What follows belongs to an exercise in optimizing a design on an open flow for small area and a short achievable clock period; a production flow would make more cautious choices. At most, simulation tests tie the RTL to the original design; equivalence was not proved. Only the layout flow was run in runs 5 to 8; the RTL was not checked for function there. No run shown here takes its clock network from TritonCTS; it comes from the design's own scripts or RTL. The clock port is modelled as an ideal driver, which makes a skipped or thinned clock tree look cheaper than it is; a real chip needs a root buffer or a tree. Power figures rest on the tool's default switching activity, not on a simulated workload.

[config.mk]
export PLATFORM = sky130hd
export DESIGN_NAME = PacketArbiter
export DESIGN_NICKNAME = PacketArbiter
export VERILOG_FILES = /design/flow/design.v
export SDC_FILE = /design/flow/constraint.sdc
export NUM_CORES = 4
export LEC_CHECK = 0
export CAP_MARGIN = 20
export CORE_MARGIN = 2
export CORE_UTILIZATION = 60
export SETUP_SLACK_MARGIN = 2.35
export SLEW_MARGIN = 20
[constraint.sdc]
create_clock -name core_clock -period 4.0 [get_ports {clk}]
set_input_delay 0.8000 -clock core_clock [delete_from_list [all_inputs] [get_ports {clk}]]
set_output_delay 0.8000 -clock core_clock [all_outputs]
set_load 0.01 [all_outputs]
[design.v]
module PacketArbiter #
 ( parameter WIDTH = 8,
   parameter DEPTH = 8,
   parameter DLOG2 = 3,
   parameter KLOG2 = 3)
 ( input   clk,
   input   reset,
   input  [WIDTH-1:0]  A_tdata,
   input   A_tvalid,
   input   A_tlast,
   output reg A_tready,
   input  [WIDTH-1:0]  B_tdata,
   input   B_tvalid,
   input   B_tlast,
   output reg B_tready,
   output reg [WIDTH-1:0]  K_tdata,
   output reg K_tvalid,
   output reg K_tlast,
   input   K_tready);
  function [2:0] inc3(input [2:0] v);
    inc3 = {v[2] ^ (v[1] & v[0]), v[1] ^ v[0], ~v[0]};
  endfunction
  reg [WIDTH-1:0] A_mem [0:DEPTH-1];
  reg [WIDTH-1:0] B_mem [0:DEPTH-1];
  reg [WIDTH-1:0] K_mem [0:DEPTH-1];
  reg [2:0] wa, wb, kw;
  reg [2:0] lsel;                
  reg [2:0] csel;                
  reg [DEPTH-1:0] ra, rb, kr;    
  reg grant;
  reg [WIDTH-1:0] cdata;
  reg [DEPTH-1:0] kwe;
  wire endc = (csel != 0) && (csel == kw);
  wire [DEPTH-1:0] krn = {kr[DEPTH-1:1], 1'b0};
  wire klast = krn[lsel];
  wire alast = A_tvalid && A_tlast;
  wire blast = B_tvalid && B_tlast;
  wire [2:0] lsel_n = (grant ? alast : blast) ? (grant ? wa : wb) : lsel;
  wire [2:0] csel_n = (grant ? blast : alast) ? (grant ? wb : wa) : csel;
  always @(posedge clk, posedge reset) begin
    if (reset) begin
      wa <= 0; wb <= 0;
      A_tready <= 1'b0; B_tready <= 1'b0;
    end else begin
      if (A_tvalid) begin
        A_tready <= ~A_tlast;
        wa <= A_tlast ? 3'd0 : inc3(wa);
      end
      if (B_tvalid) begin
        B_tready <= ~B_tlast;
        wb <= B_tlast ? 3'd0 : inc3(wb);
      end
    end
  end
  always @(posedge clk, posedge reset) begin
    if (reset) begin
      ra <= 1; rb <= 1; kw <= 0; grant <= 1'b0; lsel <= 0; csel <= 0;
    end else begin
      lsel <= endc ? csel_n : lsel_n;
      csel <= endc ? lsel_n : csel_n;
      if (grant) rb <= {rb[DEPTH-2:0], rb[DEPTH-1]};
      else       ra <= {ra[DEPTH-2:0], ra[DEPTH-1]};
      kw <= endc ? 3'd0 : inc3(kw);
      grant <= grant ^ endc;
    end
  end
  always @(posedge clk, posedge reset) begin
    if (reset) begin
      kr <= 1; K_tvalid <= 1'b0; K_tlast <= 1'b0;
    end else if (K_tready) begin
      K_tvalid <= 1'b1;
      K_tlast <= klast;
      kr <= klast ? {{(DEPTH-1){1'b0}}, 1'b1} : {kr[DEPTH-2:0], kr[DEPTH-1]};
    end
  end
  reg [WIDTH-1:0] crd, krd;
  integer i;
  always @* begin
    crd = {WIDTH{1'b0}};
    krd = {WIDTH{1'b0}};
    for (i = 0; i < DEPTH; i = i + 1) begin
      crd = crd | ({WIDTH{~grant & ra[i]}} & A_mem[i])
                | ({WIDTH{ grant & rb[i]}} & B_mem[i]);
      krd = krd | ({WIDTH{kr[i]}} & K_mem[i]);
    end
  end
  wire kbyp = |(kwe & kr);
  always @(posedge clk) begin
    if (A_tvalid && (wa != 0 || !reset)) A_mem[wa] <= A_tdata;
    if (B_tvalid && (wb != 0 || !reset)) B_mem[wb] <= B_tdata;
    cdata <= crd;
    for (i = 0; i < DEPTH; i = i + 1) begin
      kwe[i] <= kw == i && (i != 0 || !reset);
      if (kwe[i]) K_mem[i] <= cdata;
    end
    if (K_tready) K_tdata <= kbyp ? cdata : krd;
  end
endmodule
[flow/run.sh]
#!/bin/bash
# Standard ORFS layout, except that:
# - the clock tree is built by flow/cts_pre.tcl (hooked in through PRE_CTS_TCL)
#   instead of TritonCTS;
# - the port buffers are buf_2 cells (BUFFER_PORTS_ARGS).
# make's output goes to make.log here; ORFS's per-step logs stay under orfs/logs.
set -euo pipefail
here=$(pwd)
bash standard.sh "PRE_CTS_TCL=$here/flow/cts_pre.tcl" \
  "BUFFER_PORTS_ARGS=-buffer_cell sky130_fd_sc_hd__buf_2" \
  finish > make.log 2>&1
[flow/cts_pre.tcl]
# Sourced by ORFS's cts.tcl before clock_tree_synthesis (PRE_CTS_TCL): builds
# a two-level clock tree by hand (the clock port drives 4 mid buffers, which
# drive 10 leaf buffers, each leaf driving about 26 flip-flops), then turns
# the clock_tree_synthesis call that follows into a no-op.
source [file join [file dirname [info script]] mycts.tcl]
mycts_run 4 10 sky130_fd_sc_hd__clkbuf_16 sky130_fd_sc_hd__clkbuf_16
set_propagated_clock [all_clocks]
proc clock_tree_synthesis {args} {
  puts "clock_tree_synthesis skipped: manual clock tree in place"
}
[flow/mycts.tcl]
proc mycts_centre {items} {
  set sx 0; set sy 0
  foreach s $items { set sx [expr {$sx + [lindex $s 1]}]; set sy [expr {$sy + [lindex $s 2]}] }
  set n [llength $items]
  return [list [expr {int($sx / $n)}] [expr {int($sy / $n)}]]
}
proc mycts_split {items ngroups {axis 0}} {
  # cut items into ngroups groups of near-equal size, alternating the cut axis
  if {$ngroups <= 1} { return [list $items] }
  set n1 [expr {$ngroups / 2}]
  set n2 [expr {$ngroups - $n1}]
  set idx [expr {$axis ? 2 : 1}]
  set s [lsort -real -index $idx $items]
  set h [expr {int(round([llength $s] * double($n1) / $ngroups))}]
  set next [expr {1 - $axis}]
  return [concat [mycts_split [lrange $s 0 [expr {$h - 1}]] $n1 $next] \
                 [mycts_split [lrange $s $h end] $n2 $next]]
}
proc mycts_buf {name cell xy innet} {
  set block [ord::get_db_block]
  set m [[ord::get_db] findMaster $cell]
  set b [odb::dbInst_create $block $m $name]
  set w [$m getWidth]
  $b setLocation [expr {[lindex $xy 0] - $w / 2}] [lindex $xy 1]
  $b setPlacementStatus PLACED
  set net [odb::dbNet_create $block net_$name]
  $net setSigType CLOCK
  [$b findITerm A] connect $innet
  [$b findITerm X] connect $net
  return $net
}
proc mycts_run {nmid nleaf midcell leafcell} {
  set block [ord::get_db_block]
  set clknet [$block findNet clk]
  $clknet setSigType CLOCK
  set sinks {}
  foreach it [$clknet getITerms] {
    set bb [[$it getInst] getBBox]
    lappend sinks [list $it [expr {([$bb xMin] + [$bb xMax]) / 2.0}] [expr {([$bb yMin] + [$bb yMax]) / 2.0}]]
  }
  set leaves {}
  set i 0
  foreach g [mycts_split $sinks $nleaf] {
    set c [mycts_centre $g]
    lappend leaves [list $g [lindex $c 0] [lindex $c 1] $i]
    incr i
  }
  set j 0
  foreach mg [mycts_split $leaves $nmid] {
    set mnet [mycts_buf clkmid_$j $midcell [mycts_centre $mg] $clknet]
    foreach lf $mg {
      set lnet [mycts_buf clkleaf_[lindex $lf 3] $leafcell [lrange $lf 1 2] $mnet]
      foreach s [lindex $lf 0] {
        set it [lindex $s 0]
        $it disconnect
        $it connect $lnet
      }
    }
    incr j
  }
}
[standard.sh]
#!/bin/bash
# synth_recipe.tcl (not shown) runs the flow's synth.tcl, then flattens the netlist and writes it again
# the make line also repeats each setting of config.mk as NAME=value (left out here)
make -C /OpenROAD-flow-scripts/flow DESIGN_CONFIG=/design/flow/config.mk WORK_HOME=/design/flow/orfs CLKGATE_MAP_FILE= SYNTH_SCRIPT=/design/flow/synth_recipe.tcl "${@:-finish}"
==> results.py, run 1 <==
metrics = {
    "outcome": {
        "status": "no timing/DRC/antenna violations",
    },
    "timing": {
        "finalCritPeriodShare": 0.417,
        "clock.fmax_mhz": 600,
        "final_max_slew_viol_count": 0,
        "hold_viol_final": 0,
        "finClkSkew_ns": 0.0249,
        "rsz0062_at_grt": "true",
        "setup_violations": 0,
        "worst_pin_slew_ns": 0.736,
        "slew_headroom": 0.507,
        "tns_ns": 0,
        "period_needed_ns": 1.67,
    },
    "synthesis": {
        "synth.area.top_cells": "edfxtp_1 (61%), dfrtp_1 (10%), a22oi_1 (3.9%)",
        "yosys-top-cells-count": "edfxtp_1 (200), a22oi_1 (51), dfrtp_1 (41)",
        "synth.distinct_cells": 44,
        "ys_async_sr_fraction": 0.169,
        "synth-seq-area-share": 0.760,
        "syn_inst": 588,
        "synth_warnings": 2,
        "synth_area_leader_cell": "edfxtp_1",
        "synth_most_common_cell": "edfxtp_1",
        "synthesis.area_sq_mm": 0.00978,
        "syn_nets": 621,
        "yosysTopAreaCellShare": 0.614,
        "synth_top_flop_cell": "edfxtp_1",
        "synth-seq-cells": 260,
        "synth_edf_count": 200,
        "syn_avg_cell_area_sq_um": 16.6,
    },
    "job": {
        "maxCapViolCount": 0,
    },
    "floorplanning": {
        "fp.dieW_microns": 132,
        "row_count": 46,
        "die_height_microns": 132,
        "core_sq_mm": 0.0159,
        "die_area_sq_mm": 0.0173,
        "ioPinCount": 35,
        "start_util": 0.615,
    },
    "critical_path": {
        "rrSetupSlack_ns": 2.41,
        "critPathMaxStageDelay_ns": 0.40,
        "reg2reg_depth": 3,
        "required_ns": 3.20,
        "endpoint_kind": "output port",
        "worstSetupStartpointType": "flip-flop",
        "worst_ep_arrival_time_ns": 0.87,
        "slowest_stage": "edfxtp_1",
        "critPathMaxFanout": 1,
        "path_cells": "buf_2",
        "crit_family": "flip-flops",
        "cp.depth": 1,
        "worst-setup-path-type": "reg -> out",
        "crit_buf_inv": 1,
    },
    "power": {
        "vdd_drop_max_mv": 0.503,
        "power_density_mw_per_mm2": 625,
        "total_leakage_power_nw": 3.78,
        "fin_total_pwr_w": 0.00682,
    },
    "detailed_routing": {
        "viasPerCell": 6.20,
        "num_vias": 5209,
        "wl_per_cell_microns": 24.3,
        "drt_pass1_iterations": 4,
        "drt-total-wl_microns": 20400,
        "drc_errors": 0,
        "drtIter0Drc": 534,
        "ant_nets": 0,
    },
    "clocking": {
        "ctsHoldBuffers": 0,
        "path_clk_slew_ns": 0.10,
        "clock_latency_ns": 0.31,
    },
    "global_route": {
        "antenna_found_initial": 0,
        "grt_max_degree": 33,
        "grt_overflow_total": 0,
        "grt_pass1_wl_microns": 31900,
        "grt_pass1_vias": 5396,
        "track_usage": 0.236,
    },
    "finish": {
        "drive_gt1_frac": 0.239,
        "syn2layout_area_growth_pct": 11.7,
        "antennaDiodeCount": 0,
        "nets": 659,
        "final_util": 0.687,
        "nFillCells": 1084,
    },
    "worst_hold_path": {
        "min_path_cells": 1,
        "min_path_type": "reg -> reg",
    },
    "place": {
        "portBuffers": 34,
        "gp_congestion": 0.818,
        "dp_hpwl_microns": 12800,
    },
}
-- through the flow --
stage	hold slack [ns]	instances	setup WS [ns]	cell area [sq um]
finish	0.495	840	2.33	10900
global route	0.526	840	2.31	10900
CTS	0.504	831	2.28	10800
detailed placement	0.489	806	1.90	10200
global placement	0.454	806	1.93	10200
floorplan	0.454	588	2.13	9950
-- cells by family (layout without fill, tap and decap cells) --
kind of cell,after synthesis,count (layout),synth area share
xor gates and xnor gates,3,3,0.00269
buffers and inverters,49,85,0.0265
and+or+nand+nor,78,78,0.0398
muxes,34,34,0.0369
AOI/OAI and AO/OA,154,154,0.121
adders and majority gates,10,10,0.0128
DFF,260,260,0.760
-- path summary, 6_finish.rpt --
kind | to | startpoint
min in group asynchronous | wb[0] | reset
min | kw[0] | kw[0]
max in group asynchronous | grant | reset
max reg2reg | cdata[7] | rb[4]
min reg2reg | kw[0] | kw[0]
max | K_tdata[1] | K_tdata[1]
-- report_power, final --
group / leakage (nW) / internal, W / switching [W]
Combinational: 1.09 / 0.000647 / 0.000655
Clock: 0.173 / 0.000632 / 0.000732
Sequential: 2.52 / 0.00355 / 0.000599
Total: 3.78 / 0.00483 / 0.00199
-- timing repair --
| action | in CTS | in global routing |
|---|---|---|
| buffers inserted | 10 | 9 |
| resized for setup | 24 | 17 |
| setup endpoints to repair | 155 | 121 |
| cloned | 1 | 0 |
| pin swaps | 6 | 5 |
-- area by class of cell --
| type | instances | area [sq um] | area share |
|---|---|---|---|
| plain buffers | 14 | 350 | 0.0321 |
| inverters | 15 | 61.3 | 0.00562 |
| multi-input cells | 279 | 2310 | 0.212 |
| flip-flops and latches | 260 | 7460 | 0.683 |
| well taps | 216 | 270 | 0.0248 |
| repair buffers | 55 | 459 | 0.0421 |
| repair inverters | 1 | 5.00 | 0.000458 |
-- sequential cells by signal (all words and copies together), names as in the netlist, 3 cells and up --
register  count
A_mem        64
kr            8
cdata         8
lsel          3
csel          3
wa            3
ra            8
B_mem        64
wb            3
rb            8
K_tdata       8
K_mem        64
kwe           8
kw            3
-- cell usage in the layout, fill, tap and decap left out, types with 14 or more instances in the layout --
cell and count:
buf_2 33, clkbuf_16 14, dfrtp_1 26, nand2_1 18
mux2i_1 18, dfrtp_2 14, edfxtp_1 200, a31oi_1 16
mux2_2 16, a22oi_1 48, a22o_1 29, a221oi_1 21
-- layer usage --
layer  vias to the layer above  routed length, microns  track usage
met4                         0                     410       0.0441
li1                       2388                       -            -
met1                      2671                    8760        0.340
met3                        26                     747       0.0185
met2                       124                   10500        0.406
met5                         -                       0            0
==> run 2, diff against run 1 <==
--- a/config.mk
+++ b/config.mk
@@ -9,4 +9,4 @@
 export CORE_MARGIN = 2
 export CORE_UTILIZATION = 60
-export SETUP_SLACK_MARGIN = 2.35
+export SETUP_SLACK_MARGIN = 2.45
 export SLEW_MARGIN = 20
==> results.py, run 2 <==
metrics = {
    "finish": {
        "nFillCells": 1034,
        "drive_gt1_frac": 0.307,
        "regArea_sq_mm": 0.00746,
        "nets": 699,
        "antennaDiodeCount": 0,
        "final_common_cell": "edfxtp_1",
        "syn2layout_area_growth_pct": 16.5,
        "multi_input_area_sq_mm": 0.00242,
        "reg_top3": "A_mem: 64 flops, B_mem: 64 flops, K_mem: 64 flops",
        "final_cell_mix": "edfxtp_1 (200), a22oi_1 (47), buf_4 (46)",
        "final_util": 0.717,
        "stdcell_area_sq_mm": 0.0114,
    },
    "synthesis": {
        "ys_async_sr_fraction": 0.169,
        "yosysTopAreaCellShare": 0.614,
        "yosys-top-cells-count": "edfxtp_1 (200), a22oi_1 (51), dfrtp_1 (41)",
        "synth_top_flop_cell": "edfxtp_1",
        "synth-seq-area-share": 0.760,
        "synthesis.area_sq_mm": 0.00978,
        "synth_area_leader_cell": "edfxtp_1",
        "synth.area.top_cells": "edfxtp_1 (61%), dfrtp_1 (10%), a22oi_1 (3.9%)",
        "synth_edf_count": 200,
        "syn_inst": 588,
        "syn_avg_cell_area_sq_um": 16.6,
        "synth_warnings": 2,
        "synth-seq-cells": 260,
        "synth_most_common_cell": "edfxtp_1",
        "synth.distinct_cells": 44,
        "syn_nets": 621,
    },
    "place": {
        "dp_hpwl_microns": 12500,
        "portBuffers": 34,
        "gp_congestion": 0.803,
        "placed_area_sq_mm": 0.0102,
    },
    "timing": {
        "finClkSkew_ns": 0.0311,
        "hold_viol_final": 0,
        "final_max_slew_viol_count": 0,
        "tns_ns": 0,
        "clock.fmax_mhz": 597,
        "finalCritPeriodShare": 0.419,
        "rsz0062_at_grt": "true",
        "setup_violations": 0,
        "slew_headroom": 0.480,
        "worst_pin_slew_ns": 0.776,
        "period_needed_ns": 1.68,
    },
    "critical_path": {
        "endpoint_kind": "output port",
        "required_ns": 3.20,
        "crit_buf_inv": 1,
        "r2r-start": "wb[1]",
        "reg2reg_depth": 5,
        "worstSetupStartpointType": "flip-flop",
        "critPathMaxStageDelay_ns": 0.42,
        "r2r_end": "B_mem[1][2]",
        "critPathMaxFanout": 2,
        "worst_ep_arrival_time_ns": 0.88,
        "crit_family": "flip-flops",
        "worst-setup-path-type": "reg -> out",
        "rrSetupSlack_ns": 2.42,
        "path_cells": "buf_2",
        "slowest_stage": "dfrtp_1",
    },
    "power": {
        "swShare": 0.296,
        "pwr-share-seq": 0.567,
        "power.switching_w": 0.00213,
        "fin_total_pwr_w": 0.00718,
        "combPwrFrac": 0.245,
        "power_density_mw_per_mm2": 631,
        "p_int_w": 0.00506,
        "vdd_drop_max_mv": 0.574,
        "total_leakage_power_nw": 4.04,
        "clkPwrFrac": 0.188,
    },
    "clocking": {
        "ctsHoldBuffers": 0,
        "path_clk_slew_ns": 0.10,
        "clock_latency_ns": 0.31,
    },
    "floorplanning": {
        "ioPinCount": 35,
        "fp.dieW_microns": 132,
        "die_area_sq_mm": 0.0173,
        "core_sq_mm": 0.0159,
        "die_height_microns": 132,
        "row_count": 46,
        "start_util": 0.615,
    },
    "detailed_routing": {
        "drc_errors": 0,
        "viasPerCell": 6.30,
        "wl_per_cell_microns": 24.1,
        "ant_nets": 0,
        "drt_pass1_iterations": 6,
        "num_vias": 5547,
        "drtIter0Drc": 481,
        "drt-total-wl_microns": 21200,
    },
    "global_route": {
        "grt_overflow_total": 0,
        "grt_pass1_wl_microns": 32400,
        "grt_max_degree": 27,
        "antenna_found_initial": 0,
        "track_usage": 0.244,
        "grt_pass1_vias": 5527,
    },
    "worst_hold_path": {
        "hold_end": "kw[0]",
        "hold_path_startpoint": "kw[0]",
        "min_path_type": "reg -> reg",
        "min_path_cells": 1,
    },
    "job": {
        "maxCapViolCount": 0,
    },
    "outcome": {
        "status": "no timing/DRC/antenna violations",
    },
}
## run 2: changes by cell type in the layout (fill, tap and decap cells not counted), sizes merged
| cell | change |
|---|---|
| buf | +38 |
| clkbuf | +1 |
| clkinv | -1 |
| inv | +1 |
| nand4 | +1 |
## run 2: how the worst max path moves through the flow
stage,slack (ns),cells after the start,to,startpoint
floorplan,2.13,2,kwe[0],reset
global placement,1.90,4,A_mem[0][3],A_tvalid
detailed placement,1.85,4,A_mem[0][3],A_tvalid
CTS,2.32,1,B_tready,B_tready
global route,2.31,1,K_tdata[3],K_tdata[3]
finish,2.32,1,B_tready,B_tready
## run 2: final cells by class
type                    instances  area share
multi-input cells             280       0.212
repair buffers                 94      0.0719
well taps                     216      0.0237
flip-flops and latches        260       0.655
inverters                      15     0.00549
plain buffers                  14      0.0308
repair inverters                1    0.000439
## run 2: stage by stage
stage / hold WS, ns / cells / setup WS, ns
after floorplan: 0.454 / 588 / 2.13
after global placement: 0.450 / 805 / 1.90
after detailed placement: 0.454 / 805 / 1.85
after CTS: 0.480 / 863 / 2.32
after global routing: 0.537 / 880 / 2.31
final: 0.511 / 880 / 2.32
## run 2: cells by family after synthesis
kind of cell               share of synthesized area
DFF                                            0.760
AOI/OAI and AO/OA                              0.121
and+or+nand+nor                               0.0398
buffers and inverters                         0.0265
muxes                                         0.0369
adders and majority gates                     0.0128
xor gates and xnor gates                     0.00269
## run 2: repair_timing
action / in CTS / in global routing
pin swaps: 19 / 11
cloned: 2 / 1
hold endpoints to repair: 0 / 0
buffers inserted: 42 / 16
endpoints found under the setup margin: 160 / 77
resized for setup: 38 / 22
## run 2: power groups by stage
stage | Combinational (W) | Sequential, W | Clock (W)
final | 0.00176 | 0.00407 | 0.00135
after global routing | 0.00191 | 0.00413 | 0.00146
after CTS | 0.00160 | 0.00408 | 0.00136
after detailed placement | 0.00111 | 0.00427 | 0
after global placement | 0.00109 | 0.00423 | 0
after floorplan | 0.00107 | 0.00388 | 0
## run 2: layer usage
layer	share of wire	global-route usage	up-vias	wire length, microns
met5	0	0	-	0
met1	0.42	0.342	2852	8910
met4	0.026	0.0598	0	556
li1	-	-	2473	-
met3	0.050	0.0193	42	1060
met2	0.50	0.422	180	10700
==> run 3, diff against run 2 <==
--- a/design.v
+++ b/design.v
@@ -29,6 +29,4 @@
   reg [DEPTH-1:0] ra, rb, kr;    
   reg grant;
-  reg [WIDTH-1:0] cdata;
-  reg [DEPTH-1:0] kwe;
   wire endc = (csel != 0) && (csel == kw);
   wire [DEPTH-1:0] krn = {kr[DEPTH-1:1], 1'b0};
@@ -85,14 +83,9 @@
     end
   end
-  wire kbyp = |(kwe & kr);
   always @(posedge clk) begin
     if (A_tvalid && (wa != 0 || !reset)) A_mem[wa] <= A_tdata;
     if (B_tvalid && (wb != 0 || !reset)) B_mem[wb] <= B_tdata;
-    cdata <= crd;
-    for (i = 0; i < DEPTH; i = i + 1) begin
-      kwe[i] <= kw == i && (i != 0 || !reset);
-      if (kwe[i]) K_mem[i] <= cdata;
-    end
-    if (K_tready) K_tdata <= kbyp ? cdata : krd;
+    if (kw != 0 || !reset) K_mem[kw] <= crd;
+    if (K_tready) K_tdata <= krd;
   end
 endmodule
--- a/config.mk
+++ b/config.mk
@@ -9,4 +9,4 @@
 export CORE_MARGIN = 2
 export CORE_UTILIZATION = 60
-export SETUP_SLACK_MARGIN = 2.45
+export SETUP_SLACK_MARGIN = 2.3
 export SLEW_MARGIN = 20
==> results.py, run 3 <==
metrics = {
    "outcome": {
        "status": "no timing/DRC/antenna violations",
    },
    "finish": {
        "syn2layout_area_growth_pct": 14.1,
        "stdcell_area_sq_mm": 0.0105,
        "drive_gt1_frac": 0.305,
        "final_common_cell": "edfxtp_1",
        "final_util": 0.698,
        "multi_input_area_sq_mm": 0.00226,
        "final_cell_mix": "edfxtp_1 (200), a22oi_1 (60), buf_2 (36)",
        "reg_top3": "A_mem: 64 flops, B_mem: 64 flops, K_mem: 64 flops",
        "antennaDiodeCount": 0,
        "nFillCells": 996,
        "regArea_sq_mm": 0.00714,
        "nets": 631,
        "fin_cells": 788,
    },
    "floorplanning": {
        "die_height_microns": 128,
        "row_count": 45,
        "ioPinCount": 35,
        "fp.dieW_microns": 128,
        "die_area_sq_mm": 0.0164,
        "core_sq_mm": 0.0151,
        "start_util": 0.611,
    },
    "synthesis": {
        "syn_nets": 587,
        "yosys-top-cells-count": "edfxtp_1 (200), a22oi_1 (64), dfrtp_1 (41)",
        "syn_inst": 558,
        "ys_async_sr_fraction": 0.180,
        "synth_warnings": 1,
        "yosysTopAreaCellShare": 0.651,
        "synth_edf_count": 200,
        "synth_top_flop_cell": "edfxtp_1",
        "synth.area.top_cells": "edfxtp_1 (65%), dfrtp_1 (11%), a22oi_1 (5.2%)",
        "synthesis.area_sq_mm": 0.00923,
        "synth-seq-area-share": 0.771,
        "synth_most_common_cell": "edfxtp_1",
        "syn_avg_cell_area_sq_um": 16.5,
        "synth.distinct_cells": 36,
        "synth-seq-cells": 244,
        "synth_area_leader_cell": "edfxtp_1",
    },
    "clocking": {
        "path_clk_slew_ns": 0.10,
        "ctsHoldBuffers": 0,
        "clock_latency_ns": 0.31,
    },
    "place": {
        "dp_hpwl_microns": 13200,
        "placed_area_sq_mm": 0.00953,
        "portBuffers": 34,
        "gp_congestion": 0.882,
        "dp.cells": 749,
    },
    "global_route": {
        "grt_pass1_wl_microns": 30500,
        "track_usage": 0.249,
        "grt_overflow_total": 0,
        "grt_max_degree": 45,
        "antenna_found_initial": 0,
        "grt_pass1_vias": 5121,
    },
    "critical_path": {
        "r2r_end": "K_mem[1][4]",
        "rrSetupSlack_ns": 2.29,
        "crit_start": "ra[6]",
        "worst_ep_arrival_time_ns": 1.72,
        "slowest_stage": "dfrtp_2",
        "cp-endpoint": "K_mem[1][4]",
        "path_cells": "a22oi_2 -> nand4_1 -> nor2_2 -> a31oi_4",
        "critPathMaxStageDelay_ns": 0.52,
        "worstSetupStartpointType": "flip-flop",
        "r2r-start": "ra[6]",
        "required_ns": 4.00,
        "endpoint_kind": "flip-flop",
        "reg2reg_depth": 4,
        "worst-setup-path-type": "reg -> reg",
        "critPathMaxFanout": 10,
    },
    "timing": {
        "setup_violations": 0,
        "hold_viol_final": 0,
        "worst_pin_slew_ns": 0.979,
        "finClkSkew_ns": 0.0424,
        "clock.fmax_mhz": 583,
        "finalCritPeriodShare": 0.428,
        "rsz0062_at_grt": "true",
        "holdWs_ns": 0.469,
        "final_max_slew_viol_count": 0,
        "slew_headroom": 0.346,
        "tns_ns": 0,
        "period_needed_ns": 1.71,
    },
    "power": {
        "total_leakage_power_nw": 3.56,
        "vdd_drop_max_mv": 0.497,
        "power_density_mw_per_mm2": 601,
    },
    "job": {
        "maxCapViolCount": 0,
    },
    "detailed_routing": {
        "drc_errors": 0,
        "viasPerCell": 6.55,
        "wl_per_cell_microns": 25.7,
        "ant_nets": 0,
        "drt-total-wl_microns": 20200,
        "drt_pass1_iterations": 5,
        "drtIter0Drc": 551,
        "num_vias": 5164,
    },
    "worst_hold_path": {
        "min_path_type": "reg -> reg",
    },
}
run 3: routing by layer:
metal	vias up	global-route usage	wire length, microns
li1	2286	-	-
met1	2614	0.372	8540
met2	227	0.398	9710
met3	37	0.0292	1370
met4	0	0.0672	623
met5	-	0	0
run 3: worst min-delay path by stage:
stage          slack (ns)       end  depth (start not counted)  startpoint
3_5_place_dp         0.45  K_tvalid                          1    K_tvalid
2_1_floorplan        0.51  K_tvalid                          1    K_tvalid
5_1_grt              0.49  K_tvalid                          1    K_tvalid
6_report             0.47  K_tvalid                          1    K_tvalid
3_3_place_gp         0.44  K_tvalid                          1    K_tvalid
4_1_cts              0.48  K_tvalid                          1    K_tvalid
run 3: layout make-up:
cell class	count	area share
plain buffers	14	0.0333
inverters	15	0.00665
multi-input cells	267	0.215
flip-flops and latches	244	0.678
well taps	188	0.0223
repair buffers	60	0.0444
run 3: timing repair:
item	4_1_cts	5_1_grt
endpoints found under the setup margin	256	240
buffers inserted	12	13
gates resized for setup	62	39
gates cloned	0	0
pin swaps	11	15
run 3: worst max-delay path: cells and delay by family (launching register included):
kind	cells	cell delay (ns)
AO/OA/AOI/OAI	2	0.31
flip-flops	1	0.52
AND/OR/NAND/NOR	2	0.57
run 3: power breakdown:
group / internal [W] / switching, W / total [W]
combinational: 0.000561 / 0.000785 / 0.00135
clock: 0.000630 / 0.000680 / 0.00131
sequential: 0.00331 / 0.000355 / 0.00367
total: 0.00451 / 0.00182 / 0.00633
run 3: kinds of logic (layout without fill, tap and decap cells):
family,Yosys count,count (layout),share of synthesized area
xor gates and xnor gates,4,4,0.00380
muxes,34,34,0.0392
and+or+nand+nor,89,89,0.0460
buffers and inverters,47,89,0.0214
AOI/OAI and AO/OA,134,134,0.111
DFF,244,244,0.771
adders and majority gates,6,6,0.00814
run 3: metrics by stage:
step                      power (W)  worst slack [ns]
after detailed placement    0.00479              1.76
after global placement      0.00473              1.86
after floorplan             0.00437              2.17
after global routing        0.00658              2.26
after CTS                   0.00620              2.21
final                       0.00633              2.29
==> run 4, diff against run 3 <==
--- a/config.mk
+++ b/config.mk
@@ -9,4 +9,4 @@
 export CORE_MARGIN = 2
 export CORE_UTILIZATION = 60
-export SETUP_SLACK_MARGIN = 2.3
+export SETUP_SLACK_MARGIN = 2.35
 export SLEW_MARGIN = 20
==> results.py, run 4 <==
metrics = {
    "outcome": {
        "status": "no timing/DRC/antenna violations",
    },
    "power": {
        "fin_total_pwr_w": 0.00633,
        "total_leakage_power_nw": 3.55,
        "power_density_mw_per_mm2": 600,
        "vdd_drop_max_mv": 0.547,
    },
    "floorplanning": {
        "die_height_microns": 128,
        "ioPinCount": 35,
        "row_count": 45,
        "die_area_sq_mm": 0.0164,
        "start_util": 0.611,
        "core_sq_mm": 0.0151,
        "fp.dieW_microns": 128,
    },
    "timing": {
        "worst_pin_slew_ns": 0.981,
        "finClkSkew_ns": 0.0339,
        "rsz0062_at_grt": "true",
        "period_needed_ns": 1.64,
        "hold_viol_final": 0,
        "final_max_slew_viol_count": 0,
        "setup_violations": 0,
        "holdWs_ns": 0.467,
        "tns_ns": 0,
        "setup_slack_ns": 2.36,
        "finalCritPeriodShare": 0.410,
        "clock.fmax_mhz": 610,
        "slew_headroom": 0.345,
    },
    "critical_path": {
        "path_cells": "buf_2",
        "worst_ep_arrival_time_ns": 0.84,
        "r2r_end": "K_mem[7][6]",
        "endpoint_kind": "output port",
        "worstSetupStartpointType": "flip-flop",
        "required_ns": 3.20,
        "cp-endpoint": "B_tready",
        "rrSetupSlack_ns": 2.39,
        "cp.depth": 1,
        "crit_family": "flip-flops",
        "crit_buf_inv": 1,
        "crit_start": "B_tready",
        "worst-setup-path-type": "reg -> out",
        "critPathMaxStageDelay_ns": 0.40,
        "slowest_stage": "dfrtp_1",
        "reg2reg_depth": 3,
        "r2r-start": "rb[1]",
        "critPathMaxFanout": 2,
    },
    "global_route": {
        "grt_pass1_vias": 5084,
        "grt_overflow_total": 0,
        "track_usage": 0.243,
        "grt_pass1_wl_microns": 30100,
        "grt_max_degree": 45,
        "antenna_found_initial": 0,
    },
    "finish": {
        "nFillCells": 999,
        "syn2layout_area_growth_pct": 14.2,
        "final_common_cell": "edfxtp_1",
        "drive_gt1_frac": 0.308,
        "final_cell_mix": "edfxtp_1 (200), a22oi_1 (64), buf_2 (34)",
        "nets": 628,
        "reg_top3": "A_mem: 64 flops, B_mem: 64 flops, K_mem: 64 flops",
        "final_util": 0.698,
        "antennaDiodeCount": 0,
    },
    "synthesis": {
        "synth_most_common_cell": "edfxtp_1",
        "synth_area_leader_cell": "edfxtp_1",
        "yosysTopAreaCellShare": 0.651,
        "synth_top_flop_cell": "edfxtp_1",
        "synth_warnings": 1,
        "synth-seq-area-share": 0.771,
        "syn_avg_cell_area_sq_um": 16.5,
        "synth_edf_count": 200,
        "synthesis.area_sq_mm": 0.00923,
        "syn_nets": 587,
        "ys_async_sr_fraction": 0.180,
        "syn_inst": 558,
        "synth-seq-cells": 244,
        "synth.area.top_cells": "edfxtp_1 (65%), dfrtp_1 (11%), a22oi_1 (5.2%)",
        "yosys-top-cells-count": "edfxtp_1 (200), a22oi_1 (64), dfrtp_1 (41)",
        "synth.distinct_cells": 36,
    },
    "detailed_routing": {
        "drt-total-wl_microns": 19900,
        "ant_nets": 0,
        "drtIter0Drc": 499,
        "drt_pass1_iterations": 5,
        "viasPerCell": 6.51,
        "drc_errors": 0,
        "wl_per_cell_microns": 25.4,
        "num_vias": 5113,
    },
    "place": {
        "portBuffers": 34,
        "pre_cts_slack_ns": 1.79,
        "gp_congestion": 0.889,
        "dp_hpwl_microns": 13000,
    },
    "job": {
        "maxCapViolCount": 0,
    },
    "clocking": {
        "clock_latency_ns": 0.31,
        "path_clk_slew_ns": 0.09,
    },
    "worst_hold_path": {
        "min_path_type": "reg -> reg",
    },
}
-- run 4: cell count changes in the layout (fill, tap and decap cells not counted), sizes merged --
| cell | delta |
|---|---|
| clkinvlp | -1 |
| inv | +1 |
| clkbuf | +1 |
| buf | -4 |
-- run 4: metrics by stage --
step / cell area, sq um / instances
2_1_floorplan: 9310 / 558
3_3_place_gp: 9580 / 750
3_5_place_dp: 9580 / 750
4_1_cts: 10400 / 780
5_1_grt: 10500 / 785
6_report: 10500 / 785
-- run 4: timing repair --
action | in CTS | in global routing
pin swaps | 9 | 11
setup buffers | 16 | 5
hold buffers | 0 | 0
gates resized for setup | 68 | 32
endpoints found under the setup margin | 224 | 207
-- run 4: area by class of cell --
| class | count | area, sq um | area share |
|---|---|---|---|
| Inverter | 15 | 66.3 | 0.00629 |
| Tap cell | 188 | 235 | 0.0223 |
| Multi-Input combinational cell | 267 | 2330 | 0.221 |
| Timing Repair Buffer | 57 | 415 | 0.0394 |
| Sequential cell | 244 | 7140 | 0.678 |
| Buffer | 14 | 350 | 0.0332 |
-- run 4: cell families (layout without fill, tap and decap cells) --
group / count (synthesis) / in the layout / share of synthesized area
AO/OA/AOI/OAI: 134 / 134 / 0.111
XOR/XNOR: 4 / 4 / 0.00380
adder cells (fa/ha/maj): 6 / 6 / 0.00814
buffers and inverters: 47 / 86 / 0.0214
flip-flops: 244 / 244 / 0.771
multiplexers: 34 / 34 / 0.0392
AND/OR/NAND/NOR: 89 / 89 / 0.0460
-- run 4: routing by layer --
layer,share of wire,track usage
met1,0.44,0.355
met2,0.50,0.417
met3,0.044,0.0205
met4,0.021,0.0362
met5,0,0
-- run 4: worst min-delay path by stage --
| stage | from | endpoint | slack [ns] | cells after the start |
|---|---|---|---|---|
| 2_1_floorplan | K_tvalid | K_tvalid | 0.51 | 1 |
| 5_1_grt | K_tvalid | K_tvalid | 0.50 | 1 |
| 6_report | K_tvalid | K_tvalid | 0.47 | 1 |
| 4_1_cts | K_tvalid | K_tvalid | 0.47 | 1 |
| 3_5_place_dp | K_tvalid | K_tvalid | 0.44 | 1 |
| 3_3_place_gp | K_tvalid | K_tvalid | 0.45 | 1 |
-- run 4: report_power, final --
group	switching (W)	leakage, nW	internal (W)	total [W]
sequential	0.000317	2.37	0.00332	0.00363
clock	0.000679	0.173	0.000630	0.00131
combinational	0.000841	1.01	0.000544	0.00138
total	0.00184	3.55	0.00449	0.00633
==> run 5, diff against run 4 <==
--- a/design.v
+++ b/design.v
@@ -84,7 +84,7 @@
   end
   always @(posedge clk) begin
-    if (A_tvalid && (wa != 0 || !reset)) A_mem[wa] <= A_tdata;
-    if (B_tvalid && (wb != 0 || !reset)) B_mem[wb] <= B_tdata;
-    if (kw != 0 || !reset) K_mem[kw] <= crd;
+    if (A_tvalid && !reset) A_mem[wa] <= A_tdata;
+    if (B_tvalid && !reset) B_mem[wb] <= B_tdata;
+    if (!reset) K_mem[kw] <= crd;
     if (K_tready) K_tdata <= krd;
   end
--- a/config.mk
+++ b/config.mk
@@ -9,4 +9,4 @@
 export CORE_MARGIN = 2
 export CORE_UTILIZATION = 60
-export SETUP_SLACK_MARGIN = 2.35
+export SETUP_SLACK_MARGIN = 2.3
 export SLEW_MARGIN = 20
==> results.py, run 5 <==
metrics = {
    "global_route": {
        "grt_pass1_vias": 5179,
        "grt_pass1_wl_microns": 31100,
        "grt_overflow_total": 0,
        "grt_max_degree": 28,
        "track_usage": 0.250,
        "antenna_found_initial": 0,
    },
    "outcome": {
        "status": "no timing/DRC/antenna violations",
    },
    "critical_path": {
        "required_ns": 4.02,
        "critPathMaxFanout": 11,
        "reg2reg_depth": 3,
        "path_cells": "clkbuf_4 -> nand2_2 -> nor4_4 -> buf_12",
        "r2r-start": "rb[3]",
        "worstSetupStartpointType": "input pin",
        "worst_ep_arrival_time_ns": 1.68,
        "endpoint_kind": "flip-flop",
        "critPathMaxStageDelay_ns": 0.35,
        "rrSetupSlack_ns": 2.35,
        "worst-setup-path-type": "in -> reg",
        "r2r_end": "K_mem[3][7]",
        "slowest_stage": "nor4_4",
    },
    "timing": {
        "finalCritPeriodShare": 0.414,
        "clock.fmax_mhz": 604,
        "tns_ns": 0,
        "finClkSkew_ns": 0.0282,
        "final_max_slew_viol_count": 0,
        "setup_violations": 0,
        "setup_slack_ns": 2.34,
        "holdWs_ns": 0.470,
        "period_needed_ns": 1.66,
        "slew_headroom": 0.660,
        "rsz0062_at_grt": "true",
        "worst_pin_slew_ns": 0.510,
        "hold_viol_final": 0,
    },
    "place": {
        "pre_cts_slack_ns": 1.21,
        "dp_hpwl_microns": 12700,
        "placed_area_sq_mm": 0.00979,
        "gp_congestion": 0.845,
        "portBuffers": 34,
    },
    "synthesis": {
        "yosys-top-cells-count": "edfxtp_1 (200), a22oi_1 (64), dfrtp_1 (41)",
        "synth-seq-cells": 244,
        "syn_inst": 552,
        "yosysTopAreaCellShare": 0.652,
        "ys_async_sr_fraction": 0.180,
        "syn_nets": 578,
        "synth-seq-area-share": 0.772,
        "syn_avg_cell_area_sq_um": 16.7,
        "synth_edf_count": 200,
        "synth_warnings": 1,
        "synth.area.top_cells": "edfxtp_1 (65%), dfrtp_1 (11%), a22oi_1 (5.2%)",
        "synth_top_flop_cell": "edfxtp_1",
        "synth_area_leader_cell": "edfxtp_1",
        "synth.distinct_cells": 39,
        "synth_most_common_cell": "edfxtp_1",
        "synthesis.area_sq_mm": 0.00921,
    },
    "floorplanning": {
        "die_height_microns": 128,
        "start_util": 0.610,
        "row_count": 45,
        "core_sq_mm": 0.0151,
        "die_area_sq_mm": 0.0164,
        "fp.dieW_microns": 128,
        "ioPinCount": 35,
    },
    "finish": {
        "nets": 630,
        "drive_gt1_frac": 0.324,
        "nFillCells": 940,
        "regArea_sq_mm": 0.00714,
        "syn2layout_area_growth_pct": 18.1,
        "final_common_cell": "edfxtp_1",
        "stdcell_area_sq_mm": 0.0109,
        "multi_input_area_sq_mm": 0.00245,
        "antennaDiodeCount": 0,
        "reg_top3": "A_mem: 64 flops, B_mem: 64 flops, K_mem: 64 flops",
        "final_cell_mix": "edfxtp_1 (200), a22oi_1 (64), buf_2 (31)",
    },
    "job": {
        "maxCapViolCount": 0,
    },
    "power": {
        "total_leakage_power_nw": 3.66,
        "power_density_mw_per_mm2": 563,
        "vdd_drop_max_mv": 0.422,
    },
    "detailed_routing": {
        "drtIter0Drc": 456,
        "drt-total-wl_microns": 20000,
        "drc_errors": 0,
        "viasPerCell": 6.47,
        "drt_pass1_iterations": 5,
        "wl_per_cell_microns": 25.3,
        "num_vias": 5108,
        "ant_nets": 0,
    },
    "clocking": {
        "path_clk_slew_ns": 0.09,
        "clock_latency_ns": 0.30,
    },
    "worst_hold_path": {
        "min_path_type": "reg -> reg",
        "min_path_cells": 1,
        "hold_end": "K_tvalid",
        "hold_path_startpoint": "K_tvalid",
    },
}
## run 5: cell count changes in the layout (fill, tap and decap cells not counted), moves of 6 or more
cell / change
nor4_4: +7
nor2_4: -9
nor3_4: +6
buf_12: +7
buf_4: +10
nand2_2: -7
## run 5: routing by layer
metal	vias to the layer above	GRT usage	part of all wire
met5	-	0	0
met3	28	0.0230	0.055
li1	2303	-	-
met2	166	0.424	0.50
met4	0	0.0362	0.018
met1	2611	0.368	0.43
## run 5: final cells by class
class / instances / share of cell area
Multi-Input combinational cell: 258 / 0.225
Buffer: 14 / 0.0322
Tap cell: 188 / 0.0216
Timing Repair inverter: 1 / 0.000460
Inverter: 13 / 0.00517
Timing Repair Buffer: 72 / 0.0589
Sequential cell: 244 / 0.656
## run 5: cells by family (layout without fill, tap and decap cells)
logic type,Yosys count,count (layout),synth area share
flip-flops,244,244,0.772
AO/OA/AOI/OAI,128,128,0.106
AND/OR/NAND/NOR,86,86,0.0482
buffers and inverters,50,100,0.0235
multiplexers,37,37,0.0427
XOR/XNOR,4,4,0.00380
adder cells (fa/ha/maj),3,3,0.00408
## run 5: critical path, delay by kind of cell
| family | cells | cell delay (ns) |
|---|---|---|
| AND/OR/NAND/NOR | 2 | 0.47 |
| buffers and inverters | 2 | 0.39 |
## run 5: worst max-delay path by stage
stage / startpoint / cells past startpoint / slack [ns] / end
3_3_place_gp: reset / 4 / 1.30 / B_mem[1][1]
6_report: A_tvalid / 4 / 2.34 / A_mem[1][5]
5_1_grt: ra[0] / 4 / 2.28 / K_mem[3][4]
2_1_floorplan: reset / 3 / 1.87 / A_mem[7][0]
3_5_place_dp: reset / 4 / 1.21 / B_mem[1][1]
4_1_cts: wb[0] / 2 / 2.19 / B_mem[1][6]
## run 5: what timing repair did
action / in CTS / in global routing
setup buffers: 27 / 7
setup endpoints to repair: 277 / 134
resized for setup: 50 / 22
pin swaps: 15 / 5
cloned: 1 / 0
hold buffers: 0 / 0
## run 5: stage by stage
stage | power, W | cells | util
after floorplan | 0.00421 | 552 | -
after global placement | 0.00457 | 741 | 0.649
after detailed placement | 0.00461 | 741 | 0.649
after CTS | 0.00606 | 783 | 0.709
after global routing | 0.00637 | 790 | 0.721
final | 0.00612 | 790 | 0.721
## run 5: power by group
| group | internal (W) | total, W | leakage [nW] | switching (W) |
|---|---|---|---|---|
| sequential | 0.00318 | 0.00355 | 2.36 | 0.000373 |
| combinational | 0.000548 | 0.00126 | 1.13 | 0.000714 |
| clock | 0.000630 | 0.00131 | 0.173 | 0.000682 |
==> run 6, diff against run 5 <==
--- a/config.mk
+++ b/config.mk
@@ -9,4 +9,4 @@
 export CORE_MARGIN = 2
 export CORE_UTILIZATION = 60
-export SETUP_SLACK_MARGIN = 2.3
+export SETUP_SLACK_MARGIN = 2.35
 export SLEW_MARGIN = 20
==> results.py, run 6 <==
metrics = {
    "power": {
        "total_leakage_power_nw": 3.64,
        "fin_total_pwr_w": 0.00609,
        "power.switching_w": 0.00175,
        "vdd_drop_max_mv": 0.510,
        "swShare": 0.287,
        "power_density_mw_per_mm2": 557,
        "p_int_w": 0.00434,
        "clkPwrFrac": 0.215,
        "pwr-share-seq": 0.581,
        "combPwrFrac": 0.203,
    },
    "floorplanning": {
        "core_sq_mm": 0.0151,
        "ioPinCount": 35,
        "start_util": 0.610,
        "die_area_sq_mm": 0.0164,
        "row_count": 45,
        "fp.dieW_microns": 128,
        "die_height_microns": 128,
    },
    "finish": {
        "drive_gt1_frac": 0.328,
        "nets": 625,
        "fin_cells": 785,
        "syn2layout_area_growth_pct": 18.6,
        "reg_top3": "A_mem: 64 flops, B_mem: 64 flops, K_mem: 64 flops",
        "antennaDiodeCount": 0,
        "final_util": 0.724,
        "final_cell_mix": "edfxtp_1 (200), a22oi_1 (64), buf_2 (31)",
        "final_common_cell": "edfxtp_1",
    },
    "synthesis": {
        "yosysTopAreaCellShare": 0.652,
        "synth_area_leader_cell": "edfxtp_1",
        "synth_warnings": 1,
        "synth-seq-cells": 244,
        "syn_inst": 552,
        "synth_top_flop_cell": "edfxtp_1",
        "synthesis.area_sq_mm": 0.00921,
        "yosys-top-cells-count": "edfxtp_1 (200), a22oi_1 (64), dfrtp_1 (41)",
        "synth-seq-area-share": 0.772,
        "synth.distinct_cells": 39,
        "ys_async_sr_fraction": 0.180,
        "syn_avg_cell_area_sq_um": 16.7,
        "synth.area.top_cells": "edfxtp_1 (65%), dfrtp_1 (11%), a22oi_1 (5.2%)",
        "syn_nets": 578,
        "synth_most_common_cell": "edfxtp_1",
        "synth_edf_count": 200,
    },
    "timing": {
        "finalCritPeriodShare": 0.416,
        "final_max_slew_viol_count": 0,
        "worst_pin_slew_ns": 0.478,
        "rsz0062_at_grt": "true",
        "tns_ns": 0,
        "clock.fmax_mhz": 601,
        "period_needed_ns": 1.66,
        "setup_slack_ns": 2.34,
        "slew_headroom": 0.681,
        "hold_viol_final": 0,
        "finClkSkew_ns": 0.0304,
        "setup_violations": 0,
    },
    "worst_hold_path": {
        "min_path_type": "reg -> reg",
        "hold_path_startpoint": "K_tvalid",
        "hold_end": "K_tvalid",
        "min_path_cells": 1,
    },
    "clocking": {
        "clock_latency_ns": 0.31,
        "ctsHoldBuffers": 0,
        "path_clk_slew_ns": 0.09,
    },
    "critical_path": {
        "slowest_stage": "dfrtp_2",
        "worst-setup-path-type": "reg -> reg",
        "critPathMaxFanout": 10,
        "required_ns": 3.99,
        "worst_ep_arrival_time_ns": 1.65,
        "crit_buf_inv": 0,
        "rrSetupSlack_ns": 2.34,
        "r2r_end": "K_mem[7][3]",
        "r2r-start": "rb[2]",
        "reg2reg_depth": 3,
        "worstSetupStartpointType": "flip-flop",
        "critPathMaxStageDelay_ns": 0.52,
        "crit_family": "compound AO/OA/AOI/OAI gates",
        "endpoint_kind": "flip-flop",
        "path_cells": "a22o_1 -> a221oi_1 -> a31oi_4",
    },
    "place": {
        "portBuffers": 34,
        "pre_cts_slack_ns": 1.35,
        "dp.cells": 740,
        "gp_congestion": 0.828,
        "dp_hpwl_microns": 12700,
    },
    "detailed_routing": {
        "drc_errors": 0,
        "viasPerCell": 6.45,
        "num_vias": 5062,
        "wl_per_cell_microns": 24.4,
        "drt-total-wl_microns": 19200,
        "drt_pass1_iterations": 5,
        "drtIter0Drc": 489,
        "ant_nets": 0,
    },
    "global_route": {
        "grt_pass1_vias": 5245,
        "track_usage": 0.241,
        "grt_overflow_total": 0,
        "grt_pass1_wl_microns": 30100,
        "antenna_found_initial": 0,
        "grt_max_degree": 36,
    },
    "job": {
        "maxCapViolCount": 0,
    },
    "outcome": {
        "status": "no timing/DRC/antenna violations",
    },
}
[run 6: cell families (layout without fill, tap and decap cells)]
kind of cell,Yosys count,in the layout,share of synthesized area
flops,244,244,0.772
fa+ha+maj,3,3,0.00408
compound gates,128,128,0.106
xor+xnor,4,4,0.00380
buf+inv,50,95,0.0235
mux,37,37,0.0427
simple gates,86,86,0.0482
[run 6: what timing repair did]
action	CTS	global route
setup buffers	28	3
pin swaps	17	1
setup endpoints to repair	275	174
gates resized for setup	50	30
[run 6: cell type report]
| cell class | instances | area (sq um) |
|---|---|---|
| inverter | 13 | 56.3 |
| timing repair buffer | 68 | 612 |
| tap | 188 | 235 |
| sequential | 244 | 7140 |
| fill | 929 | 4170 |
| multi-input combinational | 258 | 2520 |
| buffer | 14 | 350 |
[run 6: how the worst max path moves through the flow]
stage | slack, ns | cells past startpoint | end | from
2_1_floorplan | 1.87 | 3 | A_mem[7][0] | reset
3_3_place_gp | 1.42 | 4 | K_mem[6][0] | reset
3_5_place_dp | 1.35 | 4 | K_mem[5][0] | reset
4_1_cts | 2.21 | 4 | K_mem[7][3] | ra[2]
5_1_grt | 2.28 | 3 | K_mem[7][3] | rb[2]
6_report | 2.34 | 3 | K_mem[7][3] | rb[2]
[run 6: routing by layer]
metal	global-route usage	wire length (microns)	vias to the layer above
met2	0.420	9850	133
met5	0	0	-
met3	0.0163	690	33
met4	0.0530	477	0
li1	-	-	2286
met1	0.342	8150	2610
[run 6: per-stage QoR]
stage	area, sq um	hold WS, ns
2_1_floorplan	9610	0.509
3_3_place_gp	9820	0.447
3_5_place_dp	9820	0.462
4_1_cts	10800	0.480
5_1_grt	10900	0.497
6_report	10900	0.477
[run 6: power groups by stage]
stage,clock [W],sequential [W],combinational (W)
2_1_floorplan,0,0.00337,0.000849
3_3_place_gp,0,0.00359,0.000978
3_5_place_dp,0,0.00360,0.00101
4_1_cts,0.00133,0.00355,0.00119
5_1_grt,0.00142,0.00358,0.00135
6_report,0.00131,0.00354,0.00124
==> run 7, diff against run 6 <==
--- a/design.v
+++ b/design.v
@@ -21,4 +21,8 @@
     inc3 = {v[2] ^ (v[1] & v[0]), v[1] ^ v[0], ~v[0]};
   endfunction
+  function [7:0] jdec(input [3:0] j);
+    jdec = { j[3] & ~j[2], j[2] & ~j[1], j[1] & ~j[0], j[3] &  j[0],
+             j[2] & ~j[3], j[1] & ~j[2], j[0] & ~j[1], ~j[3] & ~j[0]};
+  endfunction
   reg [WIDTH-1:0] A_mem [0:DEPTH-1];
   reg [WIDTH-1:0] B_mem [0:DEPTH-1];
@@ -27,8 +31,10 @@
   reg [2:0] lsel;                
   reg [2:0] csel;                
-  reg [DEPTH-1:0] ra, rb, kr;    
+  reg [DEPTH-1:0] ra, rb;        
+  reg [3:0] kr;                  
   reg grant;
   wire endc = (csel != 0) && (csel == kw);
-  wire [DEPTH-1:0] krn = {kr[DEPTH-1:1], 1'b0};
+  wire [DEPTH-1:0] kd = jdec(kr);
+  wire [DEPTH-1:0] krn = {kd[DEPTH-1:1], 1'b0};
   wire klast = krn[lsel];
   wire alast = A_tvalid && A_tlast;
@@ -65,9 +71,9 @@
   always @(posedge clk, posedge reset) begin
     if (reset) begin
-      kr <= 1; K_tvalid <= 1'b0; K_tlast <= 1'b0;
+      kr <= 0; K_tvalid <= 1'b0; K_tlast <= 1'b0;
     end else if (K_tready) begin
       K_tvalid <= 1'b1;
       K_tlast <= klast;
-      kr <= klast ? {{(DEPTH-1){1'b0}}, 1'b1} : {kr[DEPTH-2:0], kr[DEPTH-1]};
+      kr <= klast ? 4'd0 : {kr[2:0], ~kr[3]};
     end
   end
@@ -80,5 +86,5 @@
       crd = crd | ({WIDTH{~grant & ra[i]}} & A_mem[i])
                 | ({WIDTH{ grant & rb[i]}} & B_mem[i]);
-      krd = krd | ({WIDTH{kr[i]}} & K_mem[i]);
+      krd = krd | ({WIDTH{kd[i]}} & K_mem[i]);
     end
   end
--- a/config.mk
+++ b/config.mk
@@ -9,4 +9,4 @@
 export CORE_MARGIN = 2
 export CORE_UTILIZATION = 60
-export SETUP_SLACK_MARGIN = 2.35
+export SETUP_SLACK_MARGIN = 2.3
 export SLEW_MARGIN = 20
==> results.py, run 7 <==
metrics = {
    "detailed_routing": {
        "drtIter0Drc": 504,
        "ant_nets": 0,
        "drt_pass1_iterations": 4,
        "viasPerCell": 6.52,
        "num_vias": 5203,
        "drt-total-wl_microns": 19900,
        "drc_errors": 0,
        "wl_per_cell_microns": 24.9,
    },
    "finish": {
        "nets": 638,
        "nFillCells": 928,
        "final_common_cell": "edfxtp_1",
        "final_cell_mix": "edfxtp_1 (200), a22oi_1 (55), buf_2 (31)",
        "fin_cells": 798,
        "drive_gt1_frac": 0.326,
        "antennaDiodeCount": 0,
        "reg_top3": "A_mem: 64 flops, B_mem: 64 flops, K_mem: 64 flops",
        "syn2layout_area_growth_pct": 18.6,
    },
    "critical_path": {
        "reg2reg_depth": 3,
        "worst-setup-path-type": "reg -> reg",
        "crit_start": "rb[3]",
        "critPathMaxFanout": 10,
        "r2r-start": "rb[3]",
        "r2r_end": "K_mem[5][7]",
        "required_ns": 3.98,
        "endpoint_kind": "flip-flop",
        "worst_ep_arrival_time_ns": 1.76,
        "rrSetupSlack_ns": 2.22,
        "worstSetupStartpointType": "flip-flop",
        "cp-endpoint": "K_mem[5][7]",
    },
    "floorplanning": {
        "core_sq_mm": 0.0151,
        "fp.dieW_microns": 128,
        "start_util": 0.611,
        "die_height_microns": 128,
        "row_count": 45,
        "die_area_sq_mm": 0.0164,
        "ioPinCount": 35,
    },
    "timing": {
        "finClkSkew_ns": 0.0357,
        "clock.fmax_mhz": 562,
        "slew_headroom": 0.597,
        "period_needed_ns": 1.78,
        "final_max_slew_viol_count": 0,
        "rsz0062_at_grt": "true",
        "setup_violations": 0,
        "hold_viol_final": 0,
        "finalCritPeriodShare": 0.445,
        "worst_pin_slew_ns": 0.601,
        "tns_ns": 0,
    },
    "clocking": {
        "path_clk_slew_ns": 0.10,
        "clock_latency_ns": 0.31,
        "ctsHoldBuffers": 0,
    },
    "synthesis": {
        "synth.area.top_cells": "edfxtp_1 (65%), dfrtp_1 (10%), a22oi_1 (4.5%)",
        "synth-seq-cells": 240,
        "synth_most_common_cell": "edfxtp_1",
        "syn_avg_cell_area_sq_um": 16.5,
        "synth_warnings": 1,
        "yosysTopAreaCellShare": 0.651,
        "synth.distinct_cells": 50,
        "synth_edf_count": 200,
        "synth-seq-area-share": 0.760,
        "synth_top_flop_cell": "edfxtp_1",
        "syn_inst": 558,
        "synth_area_leader_cell": "edfxtp_1",
        "yosys-top-cells-count": "edfxtp_1 (200), a22oi_1 (55), dfrtp_1 (38)",
        "synthesis.area_sq_mm": 0.00922,
        "syn_nets": 584,
        "ys_async_sr_fraction": 0.167,
    },
    "global_route": {
        "track_usage": 0.245,
        "grt_pass1_vias": 5356,
        "antenna_found_initial": 0,
        "grt_overflow_total": 0,
        "grt_pass1_wl_microns": 30600,
        "grt_max_degree": 27,
    },
    "place": {
        "dp.cells": 746,
        "gp_congestion": 0.853,
        "dp_hpwl_microns": 13000,
        "portBuffers": 34,
    },
    "worst_hold_path": {
        "min_path_type": "reg -> reg",
    },
    "power": {
        "power_density_mw_per_mm2": 560,
        "vdd_drop_max_mv": 0.486,
        "total_leakage_power_nw": 3.70,
    },
    "job": {
        "maxCapViolCount": 0,
    },
    "outcome": {
        "status": "no timing/DRC/antenna violations",
    },
}
[run 7: cell types whose count changed in the layout (fill, tap and decap cells not counted), sizes merged, moves of 5 or more]
cell | before | now
a22o | 23 | 16
a22oi | 64 | 55
o21a | 0 | 5
buf | 68 | 74
nand4 | 16 | 8
o221ai | 0 | 5
a221oi | 16 | 24
[run 7: worst max-delay path, stage by stage (launching register included)]
cell	delay [ns]
dfrtp_1	0.54
a22o_1	0.26
a221oi_1	0.44
a31oi_4	0.24
[run 7: worst min path at each step]
stage                    end     start  slack [ns]  cells after the start
finish              K_tvalid  K_tvalid        0.47                      1
floorplan           K_tvalid  K_tvalid        0.51                      1
global route        K_tvalid  K_tvalid        0.50                      1
global placement    K_tvalid  K_tvalid        0.44                      1
detailed placement  K_tvalid  K_tvalid        0.45                      1
CTS                 K_tvalid  K_tvalid        0.47                      1
[run 7: power by group]
part	internal, W	total [W]	leakage, nW	switching [W]
clock network	0.000630	0.00132	0.173	0.000687
logic	0.000573	0.00136	1.22	0.000791
registers	0.00311	0.00344	2.31	0.000329
[run 7: area by class of cell]
type                       count  area, sq um  area share
sequential                   240         7040       0.643
multi-input combinational    264         2570       0.235
timing repair buffer          74          661      0.0604
buffer                        14          350      0.0320
tap                          188          235      0.0215
inverter                      17         80.1     0.00732
timing repair inverter         1         5.00    0.000458
[run 7: kinds of logic after synthesis]
family / synth area share
DFF: 0.760
AOI/OAI and AO/OA: 0.118
and+or+nand+nor: 0.0453
buffers and inverters: 0.0260
muxes: 0.0426
xor gates and xnor gates: 0.00380
adders and majority gates: 0.00407
[run 7: per-layer routing]
metal,part of all wire,vias up,global-route usage
met5,0,-,0
met4,0.020,0,0.0420
met3,0.047,20,0.0230
met2,0.52,155,0.432
met1,0.41,2691,0.342
li1,-,2337,-
[run 7: through the flow]
| stage | total power, W | utilization | worst slack, ns | instance area, sq um | hold WS, ns |
|---|---|---|---|---|---|
| floorplan | 0.00424 | - | 1.85 | 9620 | 0.509 |
| global placement | 0.00456 | 0.650 | 1.30 | 9810 | 0.443 |
| detailed placement | 0.00460 | 0.650 | 1.23 | 9810 | 0.446 |
| CTS | 0.00601 | 0.709 | 2.09 | 10700 | 0.471 |
| global route | 0.00637 | 0.725 | 2.16 | 10900 | 0.505 |
| finish | 0.00612 | 0.725 | 2.22 | 10900 | 0.469 |
[run 7: repair_timing]
action | 4_1_cts | 5_1_grt
setup buffers | 30 | 7
setup endpoints to repair | 278 | 129
resized for setup | 42 | 31
cloned | 1 | 0
pin swaps | 17 | 4
==> run 8, diff against run 7 <==
--- a/design.v
+++ b/design.v
@@ -21,21 +21,14 @@
     inc3 = {v[2] ^ (v[1] & v[0]), v[1] ^ v[0], ~v[0]};
   endfunction
-  function [7:0] jdec(input [3:0] j);
-    jdec = { j[3] & ~j[2], j[2] & ~j[1], j[1] & ~j[0], j[3] &  j[0],
-             j[2] & ~j[3], j[1] & ~j[2], j[0] & ~j[1], ~j[3] & ~j[0]};
-  endfunction
   reg [WIDTH-1:0] A_mem [0:DEPTH-1];
   reg [WIDTH-1:0] B_mem [0:DEPTH-1];
   reg [WIDTH-1:0] K_mem [0:DEPTH-1];
-  reg [2:0] wa, wb, kw;
+  reg [2:0] wa, wb, kw, kr;
   reg [2:0] lsel;                
   reg [2:0] csel;                
   reg [DEPTH-1:0] ra, rb;        
-  reg [3:0] kr;                  
   reg grant;
   wire endc = (csel != 0) && (csel == kw);
-  wire [DEPTH-1:0] kd = jdec(kr);
-  wire [DEPTH-1:0] krn = {kd[DEPTH-1:1], 1'b0};
-  wire klast = krn[lsel];
+  wire klast = (lsel != 0) && (lsel == kr);
   wire alast = A_tvalid && A_tlast;
   wire blast = B_tvalid && B_tlast;
@@ -75,5 +68,5 @@
       K_tvalid <= 1'b1;
       K_tlast <= klast;
-      kr <= klast ? 4'd0 : {kr[2:0], ~kr[3]};
+      kr <= klast ? 3'd0 : inc3(kr);
     end
   end
@@ -86,11 +79,11 @@
       crd = crd | ({WIDTH{~grant & ra[i]}} & A_mem[i])
                 | ({WIDTH{ grant & rb[i]}} & B_mem[i]);
-      krd = krd | ({WIDTH{kd[i]}} & K_mem[i]);
+      krd = krd | ({WIDTH{kr == i}} & K_mem[i]);
     end
   end
   always @(posedge clk) begin
-    if (A_tvalid && !reset) A_mem[wa] <= A_tdata;
-    if (B_tvalid && !reset) B_mem[wb] <= B_tdata;
-    if (!reset) K_mem[kw] <= crd;
+    if (A_tvalid && (wa != 0 || !reset)) A_mem[wa] <= A_tdata;
+    if (B_tvalid && (wb != 0 || !reset)) B_mem[wb] <= B_tdata;
+    if (kw != 0 || !reset) K_mem[kw] <= crd;
     if (K_tready) K_tdata <= krd;
   end
--- a/config.mk
+++ b/config.mk
@@ -9,4 +9,4 @@
 export CORE_MARGIN = 2
 export CORE_UTILIZATION = 60
-export SETUP_SLACK_MARGIN = 2.3
+export SETUP_SLACK_MARGIN = 2.35
 export SLEW_MARGIN = 20
==> results.py, run 8 <==
metrics = {
    "outcome": {
        "status": "no timing/DRC/antenna violations",
    },
    "global_route": {
        "grt_max_degree": 40,
        "grt_pass1_vias": 5150,
        "track_usage": 0.241,
        "grt_pass1_wl_microns": 30100,
        "antenna_found_initial": 0,
        "grt_overflow_total": 0,
    },
    "power": {
        "pwr-share-seq": 0.517,
        "power.switching_w": 0.00196,
        "clkPwrFrac": 0.198,
        "swShare": 0.294,
        "power_density_mw_per_mm2": 602,
        "p_int_w": 0.00471,
        "combPwrFrac": 0.286,
        "fin_total_pwr_w": 0.00667,
        "total_leakage_power_nw": 3.82,
        "vdd_drop_max_mv": 0.532,
    },
    "finish": {
        "nets": 654,
        "final_cell_mix": "edfxtp_1 (200), buf_4 (34), mux2_2 (31), buf_2 (31), a22oi_1 (21)",
        "reg_top3": "A_mem: 64 flops, B_mem: 64 flops, K_mem: 64 flops",
        "antennaDiodeCount": 0,
        "final_util": 0.730,
        "syn2layout_area_growth_pct": 19.7,
        "drive_gt1_frac": 0.379,
        "final_common_cell": "edfxtp_1",
        "nFillCells": 901,
    },
    "critical_path": {
        "worst_ep_arrival_time_ns": 1.83,
        "worst-setup-path-type": "reg -> reg",
        "required_ns": 4.02,
        "critPathMaxFanout": 10,
        "rrSetupSlack_ns": 2.19,
        "endpoint_kind": "flip-flop",
        "worstSetupStartpointType": "flip-flop",
    },
    "detailed_routing": {
        "drt-total-wl_microns": 20000,
        "drt_pass1_iterations": 5,
        "wl_per_cell_microns": 24.8,
        "ant_nets": 0,
        "viasPerCell": 6.35,
        "num_vias": 5113,
        "drtIter0Drc": 477,
        "drc_errors": 0,
    },
    "timing": {
        "period_needed_ns": 1.81,
        "final_max_slew_viol_count": 0,
        "clock.fmax_mhz": 553,
        "setup_violations": 0,
        "hold_viol_final": 0,
        "finalCritPeriodShare": 0.452,
        "tns_ns": 0,
        "worst_pin_slew_ns": 0.843,
        "rsz0062_at_grt": "true",
        "slew_headroom": 0.437,
        "finClkSkew_ns": 0.0362,
    },
    "floorplanning": {
        "row_count": 45,
        "die_area_sq_mm": 0.0164,
        "ioPinCount": 35,
        "die_height_microns": 128,
        "core_sq_mm": 0.0151,
        "fp.dieW_microns": 128,
        "start_util": 0.610,
    },
    "place": {
        "portBuffers": 34,
        "gp_congestion": 0.781,
        "dp_hpwl_microns": 12400,
    },
    "synthesis": {
        "synthesis.area_sq_mm": 0.00924,
        "yosys-top-cells-count": "edfxtp_1 (200), dfrtp_1 (37), mux2_2 (31)",
        "synthAdderAreaFrac": 0.0162,
        "synth.distinct_cells": 45,
        "synth_area_leader_cell": "edfxtp_1",
        "yosysTopAreaCellShare": 0.650,
        "yosys-mux-area-fraction": 0.0610,
        "ys_async_sr_fraction": 0.163,
        "synth_most_common_cell": "edfxtp_1",
        "syn_inst": 549,
        "synth-seq-cells": 239,
        "synth_compound_area_frac": 0.0970,
        "synth_warnings": 1,
        "syn_nets": 584,
        "synth-seq-area-share": 0.756,
        "syn_avg_cell_area_sq_um": 16.8,
        "synth_edf_count": 200,
        "synth_top_family_by_area": "compound AO/OA/AOI/OAI gates",
        "synth_xor_area_frac": 0.00663,
        "synth-simple-area-share": 0.0397,
        "synth.area.top_cells": "edfxtp_1 (65%), dfrtp_1 (10%), mux2_2 (3.8%)",
        "synth_top_flop_cell": "edfxtp_1",
    },
    "clocking": {
        "path_clk_slew_ns": 0.09,
        "ctsHoldBuffers": 0,
        "clock_latency_ns": 0.31,
    },
    "job": {
        "maxCapViolCount": 0,
    },
    "worst_hold_path": {
        "min_path_type": "reg -> reg",
    },
}
[run 8: changes by cell type in the layout (fill, tap and decap cells not counted), moves of 10 or more]
cell,change
a22oi_1,-34
a222oi_1,+16
mux2_2,+13
buf_6,+10
nor2_1,-10
nor2_4,+10
o21ai_1,+10
[run 8: layer usage]
| metal | global-route usage | wire length (microns) | up-vias |
|---|---|---|---|
| li1 | - | - | 2311 |
| met1 | 0.346 | 8550 | 2639 |
| met2 | 0.414 | 10300 | 137 |
| met3 | 0.0179 | 729 | 26 |
| met4 | 0.0549 | 392 | 0 |
| met5 | 0 | 0 | - |
[run 8: per-stage QoR]
| step | std cells | hold WS [ns] | worst slack [ns] | instance area (sq um) |
|---|---|---|---|---|
| 3_3_place_gp | 741 | 0.444 | 1.78 | 9640 |
| 2_1_floorplan | 549 | 0.509 | 2.21 | 9410 |
| 5_1_grt | 805 | 0.528 | 2.16 | 11100 |
| 4_1_cts | 785 | 0.470 | 2.18 | 10600 |
| 3_5_place_dp | 741 | 0.445 | 1.77 | 9640 |
| 6_report | 805 | 0.502 | 2.19 | 11100 |
[run 8: cell families after synthesis]
group / Yosys count
AOI/OAI and AO/OA: 115
and+or+nand+nor: 77
adders and majority gates: 12
DFF: 239
buffers and inverters: 47
xor gates and xnor gates: 7
muxes: 52
[run 8: path summary, 6_finish.rpt]
kind                       depth (start not counted)      from     endpoint
max in group asynchronous                          2     reset        ra[3]
max                                                3     ra[3]  K_mem[0][5]
max reg2reg                                        3     ra[3]  K_mem[0][5]
min                                                1  K_tvalid     K_tvalid
min in group asynchronous                          2     reset        wb[2]
min reg2reg                                        1  K_tvalid     K_tvalid
[run 8: area by class of cell]
| cell class | instances | area [sq um] | area share |
|---|---|---|---|
| Buffer | 14 | 350 | 0.0317 |
| Sequential cell | 239 | 7010 | 0.634 |
| Inverter | 15 | 76.3 | 0.00690 |
| Timing Repair Buffer | 86 | 743 | 0.0672 |
| Tap cell | 188 | 235 | 0.0213 |
| Multi-Input combinational cell | 263 | 2650 | 0.239 |
[run 8: what timing repair did]
action | in CTS | in global routing
gates resized for setup | 77 | 55
buffers inserted | 30 | 20
endpoints found under the hold margin | 0 | 0
setup endpoints to repair | 251 | 209
pin swaps | 20 | 29
[run 8: power groups by stage]
stage	Clock, W	Sequential (W)	Combinational, W
6_report	0.00132	0.00344	0.00191
5_1_grt	0.00140	0.00348	0.00206
4_1_cts	0.00132	0.00343	0.00174
3_5_place_dp	0	0.00354	0.00135
3_3_place_gp	0	0.00353	0.00131
2_1_floorplan	0	0.00347	0.000995
[run 8: critical path, stage by stage, from the launching register on]
cell	delay (ns)
dfrtp_2	0.53
a222oi_1	0.52
nand3_1	0.19
a22o_4	0.31

Setup slack of run 8, layout unchanged: 2.190 ns with ideal ports, 2.190 ns with driving cells assumed (clock clkbuf_16, inputs buf_2), 2.012 ns with port delays also shifted by the 0.376 ns mid clock arrival.
